From an optimization exercise on the open Yosys and OpenROAD flow, aimed at small area, a short achievable clock period and few clock cycles per item; shortcuts taken in it are not production practice.
No functional check of the RTL was part of this run.

File: flow/config.mk
export PLATFORM = sky130hd
export DESIGN_NAME = cordic
export DESIGN_NICKNAME = cordic
export VERILOG_FILES = /design/flow/design.v
export SDC_FILE = /design/flow/constraint.sdc
export NUM_CORES = 4
export LEC_CHECK = 0
export ABC_AREA = 1
export CAP_MARGIN = 20
export CORE_MARGIN = 2
export CORE_UTILIZATION = 50
export SETUP_SLACK_MARGIN = 3.5
export SLEW_MARGIN = 20
File: flow/constraint.sdc
create_clock -name core_clock -period 7.0 [get_ports {clk}]
set_input_delay 1.4000 -clock core_clock [delete_from_list [all_inputs] [get_ports {clk}]]
set_output_delay 1.4000 -clock core_clock [all_outputs]
set_load 0.01 [all_outputs]
File: flow/design.v
module cordic #(parameter WIDTH = 32, ITER = 16)(
    input clk,
    input rst,
    input start,
    input mode,  
    input signed [WIDTH-1:0] x_in,
    input signed [WIDTH-1:0] y_in,
    input signed [WIDTH-1:0] z_in,
    output signed [WIDTH-1:0] x_out,
    output signed [WIDTH-1:0] y_out,
    output signed [WIDTH-1:0] z_out,
    output reg done
);
    localparam signed [WIDTH-1:0] K = 32'sd19898;   
    reg signed [WIDTH-1:0] x, y, z;
    reg [3:0] i;       
    reg [3:0] ix, iy;  
    reg busy;
    reg mode_r;        
    function signed [WIDTH-1:0] atan_table;
        input [3:0] idx;
        case (idx)
            4'd0:  atan_table = 32'sd25736;
            4'd1:  atan_table = 32'sd15192;
            4'd2:  atan_table = 32'sd8027;
            4'd3:  atan_table = 32'sd4074;
            4'd4:  atan_table = 32'sd2045;
            4'd5:  atan_table = 32'sd1023;
            4'd6:  atan_table = 32'sd511;
            4'd7:  atan_table = 32'sd256;
            4'd8:  atan_table = 32'sd128;
            4'd9:  atan_table = 32'sd64;
            4'd10: atan_table = 32'sd32;
            4'd11: atan_table = 32'sd16;
            4'd12: atan_table = 32'sd8;
            4'd13: atan_table = 32'sd4;
            4'd14: atan_table = 32'sd2;
            default: atan_table = 32'sd1;
        endcase
    endfunction
    function [WIDTH-1:0] addsub;
        input [WIDTH-1:0] a;
        input [WIDTH-1:0] b;
        input sub;
        reg [WIDTH-1:0] bb, p, g, pp, gg, pn, gn;
        begin
            bb = b ^ {WIDTH{sub}};
            p = a ^ bb;
            g = a & bb;
            g[0] = g[0] | (p[0] & sub);
            gg = g; pp = p; gn = g; pn = p;
                gn[1] = gg[1] | (pp[1] & gg[0]); pn[1] = pp[1] & pp[0];
                gn[3] = gg[3] | (pp[3] & gg[2]); pn[3] = pp[3] & pp[2];
                gn[5] = gg[5] | (pp[5] & gg[4]); pn[5] = pp[5] & pp[4];
                gn[7] = gg[7] | (pp[7] & gg[6]); pn[7] = pp[7] & pp[6];
                gn[9] = gg[9] | (pp[9] & gg[8]); pn[9] = pp[9] & pp[8];
                gn[11] = gg[11] | (pp[11] & gg[10]); pn[11] = pp[11] & pp[10];
                gn[13] = gg[13] | (pp[13] & gg[12]); pn[13] = pp[13] & pp[12];
                gn[15] = gg[15] | (pp[15] & gg[14]); pn[15] = pp[15] & pp[14];
                gn[17] = gg[17] | (pp[17] & gg[16]); pn[17] = pp[17] & pp[16];
                gn[19] = gg[19] | (pp[19] & gg[18]); pn[19] = pp[19] & pp[18];
                gn[21] = gg[21] | (pp[21] & gg[20]); pn[21] = pp[21] & pp[20];
                gn[23] = gg[23] | (pp[23] & gg[22]); pn[23] = pp[23] & pp[22];
                gn[25] = gg[25] | (pp[25] & gg[24]); pn[25] = pp[25] & pp[24];
                gn[27] = gg[27] | (pp[27] & gg[26]); pn[27] = pp[27] & pp[26];
                gn[29] = gg[29] | (pp[29] & gg[28]); pn[29] = pp[29] & pp[28];
                gn[31] = gg[31] | (pp[31] & gg[30]); pn[31] = pp[31] & pp[30];
                gg = gn; pp = pn;
                gn[2] = gg[2] | (pp[2] & gg[1]); pn[2] = pp[2] & pp[1];
                gn[3] = gg[3] | (pp[3] & gg[1]); pn[3] = pp[3] & pp[1];
                gn[6] = gg[6] | (pp[6] & gg[5]); pn[6] = pp[6] & pp[5];
                gn[7] = gg[7] | (pp[7] & gg[5]); pn[7] = pp[7] & pp[5];
                gn[10] = gg[10] | (pp[10] & gg[9]); pn[10] = pp[10] & pp[9];
                gn[11] = gg[11] | (pp[11] & gg[9]); pn[11] = pp[11] & pp[9];
                gn[14] = gg[14] | (pp[14] & gg[13]); pn[14] = pp[14] & pp[13];
                gn[15] = gg[15] | (pp[15] & gg[13]); pn[15] = pp[15] & pp[13];
                gn[18] = gg[18] | (pp[18] & gg[17]); pn[18] = pp[18] & pp[17];
                gn[19] = gg[19] | (pp[19] & gg[17]); pn[19] = pp[19] & pp[17];
                gn[22] = gg[22] | (pp[22] & gg[21]); pn[22] = pp[22] & pp[21];
                gn[23] = gg[23] | (pp[23] & gg[21]); pn[23] = pp[23] & pp[21];
                gn[26] = gg[26] | (pp[26] & gg[25]); pn[26] = pp[26] & pp[25];
                gn[27] = gg[27] | (pp[27] & gg[25]); pn[27] = pp[27] & pp[25];
                gn[30] = gg[30] | (pp[30] & gg[29]); pn[30] = pp[30] & pp[29];
                gn[31] = gg[31] | (pp[31] & gg[29]); pn[31] = pp[31] & pp[29];
                gg = gn; pp = pn;
                gn[4] = gg[4] | (pp[4] & gg[3]); pn[4] = pp[4] & pp[3];
                gn[5] = gg[5] | (pp[5] & gg[3]); pn[5] = pp[5] & pp[3];
                gn[6] = gg[6] | (pp[6] & gg[3]); pn[6] = pp[6] & pp[3];
                gn[7] = gg[7] | (pp[7] & gg[3]); pn[7] = pp[7] & pp[3];
                gn[12] = gg[12] | (pp[12] & gg[11]); pn[12] = pp[12] & pp[11];
                gn[13] = gg[13] | (pp[13] & gg[11]); pn[13] = pp[13] & pp[11];
                gn[14] = gg[14] | (pp[14] & gg[11]); pn[14] = pp[14] & pp[11];
                gn[15] = gg[15] | (pp[15] & gg[11]); pn[15] = pp[15] & pp[11];
                gn[20] = gg[20] | (pp[20] & gg[19]); pn[20] = pp[20] & pp[19];
                gn[21] = gg[21] | (pp[21] & gg[19]); pn[21] = pp[21] & pp[19];
                gn[22] = gg[22] | (pp[22] & gg[19]); pn[22] = pp[22] & pp[19];
                gn[23] = gg[23] | (pp[23] & gg[19]); pn[23] = pp[23] & pp[19];
                gn[28] = gg[28] | (pp[28] & gg[27]); pn[28] = pp[28] & pp[27];
                gn[29] = gg[29] | (pp[29] & gg[27]); pn[29] = pp[29] & pp[27];
                gn[30] = gg[30] | (pp[30] & gg[27]); pn[30] = pp[30] & pp[27];
                gn[31] = gg[31] | (pp[31] & gg[27]); pn[31] = pp[31] & pp[27];
                gg = gn; pp = pn;
                gn[8] = gg[8] | (pp[8] & gg[7]); pn[8] = pp[8] & pp[7];
                gn[9] = gg[9] | (pp[9] & gg[7]); pn[9] = pp[9] & pp[7];
                gn[10] = gg[10] | (pp[10] & gg[7]); pn[10] = pp[10] & pp[7];
                gn[11] = gg[11] | (pp[11] & gg[7]); pn[11] = pp[11] & pp[7];
                gn[12] = gg[12] | (pp[12] & gg[7]); pn[12] = pp[12] & pp[7];
                gn[13] = gg[13] | (pp[13] & gg[7]); pn[13] = pp[13] & pp[7];
                gn[14] = gg[14] | (pp[14] & gg[7]); pn[14] = pp[14] & pp[7];
                gn[15] = gg[15] | (pp[15] & gg[7]); pn[15] = pp[15] & pp[7];
                gn[24] = gg[24] | (pp[24] & gg[23]); pn[24] = pp[24] & pp[23];
                gn[25] = gg[25] | (pp[25] & gg[23]); pn[25] = pp[25] & pp[23];
                gn[26] = gg[26] | (pp[26] & gg[23]); pn[26] = pp[26] & pp[23];
                gn[27] = gg[27] | (pp[27] & gg[23]); pn[27] = pp[27] & pp[23];
                gn[28] = gg[28] | (pp[28] & gg[23]); pn[28] = pp[28] & pp[23];
                gn[29] = gg[29] | (pp[29] & gg[23]); pn[29] = pp[29] & pp[23];
                gn[30] = gg[30] | (pp[30] & gg[23]); pn[30] = pp[30] & pp[23];
                gn[31] = gg[31] | (pp[31] & gg[23]); pn[31] = pp[31] & pp[23];
                gg = gn; pp = pn;
                gn[16] = gg[16] | (pp[16] & gg[15]); pn[16] = pp[16] & pp[15];
                gn[17] = gg[17] | (pp[17] & gg[15]); pn[17] = pp[17] & pp[15];
                gn[18] = gg[18] | (pp[18] & gg[15]); pn[18] = pp[18] & pp[15];
                gn[19] = gg[19] | (pp[19] & gg[15]); pn[19] = pp[19] & pp[15];
                gn[20] = gg[20] | (pp[20] & gg[15]); pn[20] = pp[20] & pp[15];
                gn[21] = gg[21] | (pp[21] & gg[15]); pn[21] = pp[21] & pp[15];
                gn[22] = gg[22] | (pp[22] & gg[15]); pn[22] = pp[22] & pp[15];
                gn[23] = gg[23] | (pp[23] & gg[15]); pn[23] = pp[23] & pp[15];
                gn[24] = gg[24] | (pp[24] & gg[15]); pn[24] = pp[24] & pp[15];
                gn[25] = gg[25] | (pp[25] & gg[15]); pn[25] = pp[25] & pp[15];
                gn[26] = gg[26] | (pp[26] & gg[15]); pn[26] = pp[26] & pp[15];
                gn[27] = gg[27] | (pp[27] & gg[15]); pn[27] = pp[27] & pp[15];
                gn[28] = gg[28] | (pp[28] & gg[15]); pn[28] = pp[28] & pp[15];
                gn[29] = gg[29] | (pp[29] & gg[15]); pn[29] = pp[29] & pp[15];
                gn[30] = gg[30] | (pp[30] & gg[15]); pn[30] = pp[30] & pp[15];
                gn[31] = gg[31] | (pp[31] & gg[15]); pn[31] = pp[31] & pp[15];
                gg = gn; pp = pn;
            addsub = p ^ {gg[WIDTH-2:0], sub};
        end
    endfunction
    wire signed [WIDTH-1:0] xs = x >>> ix;
    wire signed [WIDTH-1:0] ys = y >>> iy;
    wire d = mode_r ? y[WIDTH-1] : ~z[WIDTH-1];
    wire signed [WIDTH-1:0] xn = addsub(x, ys, d);
    wire signed [WIDTH-1:0] yn = addsub(y, xs, ~d);
    wire signed [WIDTH-1:0] zn = addsub(z, atan_table(i), d);
    wire load = start & ~busy;
    always @(posedge clk) begin
        if (busy) begin
            x <= xn;
            y <= yn;
            z <= zn;
        end else begin
            x <= mode ? x_in : K;
            y <= mode ? y_in : {WIDTH{1'b0}};
            z <= mode ? {WIDTH{1'b0}} : z_in;
        end
    end
    always @(posedge clk or posedge rst) begin
        if (rst) begin
            busy <= 1'b0;
            done <= 1'b0;
            i <= 4'd0;
            ix <= 4'd0;
            iy <= 4'd0;
            mode_r <= 1'b0;
        end else begin
            done <= busy & (i == ITER - 1);
            if (busy) begin
                i <= i + 4'd1;
                ix <= ix + 4'd1;
                iy <= iy + 4'd1;
            end
            if (load) begin
                busy <= 1'b1;
                mode_r <= mode;
            end else if (i == ITER - 1) begin
                busy <= 1'b0;
            end
        end
    end
    assign x_out = x;
    assign y_out = y;
    assign z_out = z;
endmodule
File: flow/flow/run.sh
#!/bin/bash
# The standard layout with two changes: plain buf_1 cells as the port buffers
# (buffer_ports otherwise picks delay buffers), and no adder-cell mapping in
# synthesis (ADDER_MAP_FILE empty), so abc maps the adders' prefix logic from
# gates instead of ha/fa cells. Registers and their names are unchanged.
# make's output goes to make.log here; each ORFS step keeps its own log under orfs/logs.
set -euo pipefail
export BUFFER_PORTS_ARGS="-buffer_cell sky130_fd_sc_hd__buf_1"
bash standard.sh ADDER_MAP_FILE= finish > make.log 2>&1
File: flow/standard.sh
#!/bin/bash
# synth_recipe.tcl (not shown) runs the flow's synth.tcl, then flattens the netlist and writes it again
# the make line also repeats each setting of config.mk as NAME=value (left out here)
make -C /OpenROAD-flow-scripts/flow DESIGN_CONFIG=/design/flow/config.mk WORK_HOME=/design/flow/orfs CLKGATE_MAP_FILE= SYNTH_SCRIPT=/design/flow/synth_recipe.tcl "${@:-finish}"
==> metrics.cfg <==
[sta]
setup_tns_ns = 0
setup_viol = 0
max-slew-margin-rel = 0.472
fin_ws_ns = 3.79
period_share = 0.459
tightest_slew_ns = 0.792
hold_viol = 0
min_period_ns = 3.21
slew_viol_final = 0
fmax_mhz = 311
rsz0062_at_grt = true
clock_skew_ns = 0.0148

[grt]
grt_pass1_vias = 13400
grt_pass1_wl_um = 66100
antenna_found_initial = 0
track_usage = 0.303
gr-total-overflow = 0
grt_max_degree = 74

[logic_synthesis]
synth.avg_cell_area_um2 = 5.35
yosys_warnings = 1
syn-num-nets = 2489
yosysUniqueCellTypes = 51
postSynth.asyncResetShare = 0.135
yosysSeqAreaShare = 0.180
ys.flop_type = dfxtp_1
synth_edf_count = 0
syn_area_um2 = 12800
syn_inst = 2389
ys_ff_latch = 111
synth.area.top_cells = nand2_1 29%, nand3_1 21%, dfxtp_1 15%, inv_1 5.8%, nor2_1 3.4%
yosys.area.top_type = nand2_1
synth_top_cell_area_share = 0.291

[critical_path]
worst_r2r_endpoint = y[31]
r2r-start = ix[3]
reg2reg_depth = 14
cp_data_arrival_time_ns = 3.48
crit_path_end_kind = flip-flop
startpoint_type = flip-flop
rrSetupSlack_ns = 3.79
crit_type = reg2reg
cp_max_fo = 26
crit_required_ns = 7.27

[cts]
ctsHoldBuffers = 0
cts_tree = built
clock_path_buffers = 2
cts.clk_slew.worst_paths_ns = 0.09
cts_root_buf = clkbuf_16
htree_levels = 3
cts_buffers = 9
clk_latency_ns = 0.38
clkSinkCount = 111
cts_setup_buffers = 0

[floorplanning]
die_area_um2 = 26900
start_util = 0.509
ios = 197
dieHeight_um = 164
rows = 58
core_um2 = 25100
die_width_um = 164

[drt]
routedWlPerCell_um = 14.5
postRouteAntennaNets = 0
drt_wl_total_um = 41300
vias = 15200
drc = 0
drt_iter0_drc = 1295
dr.pass1.iters = 6
via_per_inst = 5.35

[run_status]
status = complete, no violations

[flow_run]
max_cap_violations = 0

[final_layout]
syn2layout_area_growth_pct = 7.92
seq_area_um2 = 2310
multiInputGateArea_um2 = 9030
num_antenna_cells = 0
fill_cells = 2788
nets = 2611
drive_above_1_share = 0.0545
stdcell_count = 2846

[placed_design]
place_congestion = 0.923
dpl.hpwl_um = 31500
portBuffers = 196
preCtsSetupSlack_ns = 3.27
placed_cells = 2827

[min_path]
hold_path.class = reg2reg
hold_depth = 1
min_from = i[0]
worstHoldEndpoint = i[0]

==> cell usage in the layout, fill, tap and decap left out, types with 12 or more instances in the layout <==
cell | Yosys | routed
nand2_1 | 992 | 992
nand3_1 | 538 | 538
buf_1 | 7 | 196
inv_1 | 197 | 194
nor2_1 | 116 | 114
dfxtp_1 | 96 | 96
a21oi_1 | 58 | 58
o21ai_0 | 45 | 45
xor2_1 | 32 | 32
nand2_2 | 27 | 27
nand3b_1 | 25 | 25
inv_2 | 24 | 21
or2_2 | 14 | 14
nor3_1 | 12 | 12
==> worst max-delay path by stage <==
stage | depth (start not counted) | slack (ns) | end | from
after floorplan | 18 | 4.65 | z[31] | y[31]
after global placement | 17 | 3.28 | x[19] | iy[1]
after detailed placement | 20 | 3.27 | y[17] | mode_r
after CTS | 20 | 3.56 | z[30] | mode_r
after global routing | 21 | 3.50 | z[31] | mode_r
final | 14 | 3.79 | y[31] | ix[3]
==> sequential cells by signal, indices dropped and copies added (netlist names) <==
name	cells
busy	1
done	1
i	4
ix	4
iy	4
mode_r	1
x	32
y	32
z	32
==> cell usage after synthesis (3+ instances only) <==
| cell | n |
|---|---|
| a32o_1 | 8 |
| nand3_1 | 538 |
| a21o_1 | 6 |
| nand3b_1 | 25 |
| a31oi_1 | 6 |
| buf_4 | 14 |
| inv_2 | 24 |
| inv_1 | 197 |
| xor2_1 | 32 |
| a21boi_0 | 10 |
| or2_2 | 14 |
| nand2_4 | 9 |
| nor2_4 | 3 |
| nor3_1 | 12 |
| a21oi_1 | 58 |
| dfxtp_1 | 96 |
| o21ai_0 | 45 |
| buf_2 | 39 |
| or2_1 | 4 |
| dfrtp_1 | 15 |
| a21boi_1 | 3 |
| a22o_1 | 3 |
| nor2_1 | 116 |
| xnor3_1 | 5 |
| clkbuf_1 | 17 |
| buf_1 | 7 |
| nand2_2 | 27 |
| o21ai_1 | 7 |
| buf_6 | 19 |
| nand2_1 | 992 |
| nor2_2 | 8 |
| nand4_1 | 3 |
==> logic make-up after synthesis <==
logic type,after synthesis,synth area share
AO/OA/AOI/OAI,159,0.0739
buffers and inverters,321,0.115
flip-flops,111,0.180
XOR/XNOR,39,0.0321
AND/OR/NAND/NOR,1759,0.600
==> metal layers <==
layer  vias to the layer above  global-route usage  wire length [µm]
li1                       7952                   -                 -
met1                      6713               0.432             20000
met2                       494               0.475             17700
met3                        59              0.0414              2760
met4                         0              0.0893               870
met5                         -                   0                 0
==> repair_timing <==
item                                    in CTS  in global routing
endpoints found under the setup margin      48                 52
pin swaps                                    0                  0
cloned                                       1                  2
resized for setup                            8                 19
==> worst max-delay path: stages, from the launching register on <==
cell and delay, ns:
dfrtp_1 0.34, buf_4 0.31, clkinvlp_2 0.64, nand3_1 0.37, nand2_1 0.14, xnor3_1 0.35, nor2_1 0.09, nand2_1 0.07
nand2_1 0.04, a21oi_1 0.21, nand2_4 0.18, nand2_1 0.12, nand3_1 0.07, nand3_1 0.10, nand2_1 0.06
==> cell type report <==
type | count | area share
Timing Repair inverter | 2 | 0.000907
Timing Repair Buffer | 206 | 0.0620
Clock inverter | 7 | 0.00526
Multi-Input combinational cell | 1957 | 0.655
Clock buffer | 9 | 0.0163
Tap cell | 330 | 0.0299
Inverter | 224 | 0.0633
Sequential cell | 111 | 0.168
==> per-stage QoR <==
step	utilization	hold slack (ns)	area, µm²
after global routing	0.549	0.618	13800
after global placement	0.533	0.599	13400
final	0.549	0.610	13800
after floorplan	-	0.494	12800
after detailed placement	0.533	0.591	13400
after CTS	0.546	0.610	13700

-- re-timing with driven ports --
In the flow no input, the clock included, has a driving cell. The finished layout below was timed again as built, in two steps. Step 1, drivers: a clkbuf_16 drives clk and a buf_2 each remaining input, both assumed. Step 2 also shifts input and output timing later by t, the mid clock arrival at the registers, as if the neighbouring blocks saw the same clock. Three values: ideal ports, drivers, drivers and shift; two values: the first two.
t, ns: 0.421
setup slack, ns: 3.785 / 3.785 / 3.785
clock arrival spread, ns: 0.019 / 0.019
worst data-port slew with drivers (ns): 0.05
After both steps setup and hold are still met in this run. The setup slack of this run moves by 0.000 ns with the drivers and by 0.000 ns with both steps.
